Context: an optimization exercise on an open-source flow, tuned for small area and a short achievable clock period. The choices shown serve that exercise and are no tape-out recipe.
In this exercise RTL edits were held to simulation tests only and were not proved equivalent to the original.
Power figures rest on the tool's default switching activity, not on a simulated workload.

Setup of the reference run:
## pipeline
module pipeline
	#(
		parameter B=32,
		parameter W=5
	)
	(
		input wire clk,
		input wire reset,
		input wire ena,
		output wire [B-1:0] imem_addr,
		input wire [B-1:0] imem_data,
		output wire [B-1:0] dmem_addr,
		output wire [B-1:0] dmem_wdata,
		output wire dmem_we,
		input wire [B-1:0] dmem_rdata,
		output wire [B-1:0] reg_0,
		output wire [B-1:0] reg_1,
		output wire [B-1:0] reg_2,
		output wire [B-1:0] reg_3,
		output wire [B-1:0] reg_4,
		output wire [B-1:0] reg_5,
		output wire [B-1:0] reg_6,
		output wire [B-1:0] reg_7,
		output wire [B-1:0] reg_8,
		output wire [B-1:0] reg_9,
		output wire [B-1:0] reg_10,
		output wire [B-1:0] reg_11,
		output wire [B-1:0] reg_12,
		output wire [B-1:0] reg_13,
		output wire [B-1:0] reg_14,
		output wire [B-1:0] reg_15,
		output wire [B-1:0] reg_16,
		output wire [B-1:0] reg_17,
		output wire [B-1:0] reg_18,
		output wire [B-1:0] reg_19,
		output wire [B-1:0] reg_20,
		output wire [B-1:0] reg_21,
		output wire [B-1:0] reg_22,
		output wire [B-1:0] reg_23,
		output wire [B-1:0] reg_24,
		output wire [B-1:0] reg_25,
		output wire [B-1:0] reg_26,
		output wire [B-1:0] reg_27,
		output wire [B-1:0] reg_28,
		output wire [B-1:0] reg_29,
		output wire [B-1:0] reg_30,
		output wire [B-1:0] reg_31
	);
	reg  [31:0] pc_reg;
	reg  [31:0] instr_D;
	reg  [31:0] rs_oh, rt_oh;     
	reg         bubble;           
	reg  [31:0] r1_E, r2_E;
	reg  [31:0] addb_E;           
	reg  [4:0]  rt_E, dest_E;
	reg         fA_E, fB_E;       
	reg         fBo_E;            
	reg         RegWrite_E, MemtoReg_E, MemWrite_E;
	reg         do_sub_E, sh_var_E, sh_left_E, sh_arith_E;
	reg         r_sum_E, r_and_E, r_or_E, r_xor_E, r_nor_E, r_slt_E, r_sh_E, r_lui_E, r_ones_E;
	reg  [2:0]  op_E;             
	reg  [31:0] alu_M, sd_M;
	reg  [4:0]  dest_M;
	reg         RegWrite_M, MemtoReg_M, MemWrite_M;
	reg  [31:0] wdec_M;           
  ...
clock: 12.5 ns
lec_check: 0
cap_margin: 20
core_margin: 2
core_utilization: 40
slew_margin: 20
standard.sh (not shown) runs the stock make flow with config.mk's settings and CLKGATE_MAP_FILE= SYNTH_SCRIPT=/design/flow/synth_recipe.tcl, a recipe that flattens the netlist after the stock synthesis.
==> flow/flow/run.sh <==
#!/bin/bash
# Own flow: the standard layout (standard.sh, unchanged synthesis), with
#  - port buffers of the smallest buffer cell (buf_1) instead of the default pick,
#  - a larger setup-repair margin, so that repair_timing keeps improving the
#    critical paths beyond the 12.5 ns clock (the SDC is not changed).
# The make output goes to flow_make.log in the work folder; ORFS writes each
# tool's own log under orfs/logs/.
set -euo pipefail
export BUFFER_PORTS_ARGS="-buffer_cell sky130_fd_sc_hd__buf_1"
export SETUP_SLACK_MARGIN=8
bash standard.sh > flow_make.log 2>&1
[inputs] the trial run vs the reference run
==> flow/flow/run.sh <==
#!/bin/bash
# Own flow: the standard layout (standard.sh, unchanged synthesis), with
#  - port buffers of the smallest buffer cell (buf_1) instead of the default pick,
#  - a larger setup-repair margin, so that repair_timing keeps improving the
#    critical paths beyond the 12.5 ns clock (the SDC is not changed),
#  - clock tree synthesis without dummy loads (ORFS's default arguments
#    otherwise).
# The make output goes to flow_make.log in the work folder; ORFS writes each
# tool's own log under orfs/logs/.
set -euo pipefail
export BUFFER_PORTS_ARGS="-buffer_cell sky130_fd_sc_hd__buf_1"
export SETUP_SLACK_MARGIN=8
export CTS_ARGS="-sink_clustering_enable -repair_clock_nets -dont_use_dummy_load"
bash standard.sh > flow_make.log 2>&1
### Flow results
The number of buffers and inverters on the critical path in the trial run sits 1 below the value recorded for the reference run. Lower power density over the cells goes to the trial run over the reference run. NOTE: worst slack on hold paths in the trial run falls short of that of the reference run. The trial run ends up with lower worst reg2reg path depth than the reference run does. The trial run against the reference run; count of clock-buffer cells in the layout is down by more than a quarter. In the metrics for the trial run and the reference run, the one carrying the lower net switching power of the design is the trial run. Total power of the trial run falls short of that of the reference run by a few percent. The trial run vs the reference run: slew at the pin closest to its max-slew limit up in the trial run. The trial run completed; timing, DRC and antenna clean. Post-layout worst setup margin: the trial run > the reference run.

[static timing again, ports no longer ideal]
How much do the figures lean on ideal ports? The routed layouts below were timed once more, with nothing changed but the port constraints. Step 1 assumes that a clkbuf_16 drives the clock port and a buf_2 every other input. Step 2 adds t to the input delays and takes it off the output delays; t is the mean of the earliest and latest rising clock arrival at the registers after step 1. Input paths then give back, and output paths get back, about the clock's delay inside the block. a / b / c = ideal / step 1 / step 2; a / b = the first two.
| run | t (ns) | setup WS [ns] | cell pins on the clock port's net |
|---|---|---|---|
| the reference run | 0.950 | 7.844 / 7.826 / 7.005 | 1 |
| the trial run | 0.962 | 7.857 / 7.779 / 7.001 | 1 |
After both steps every run listed still meets setup and hold. For the trial run, which loses most, drivers alone change the setup slack by -0.078 ns; drivers and shift together by -0.856 ns.
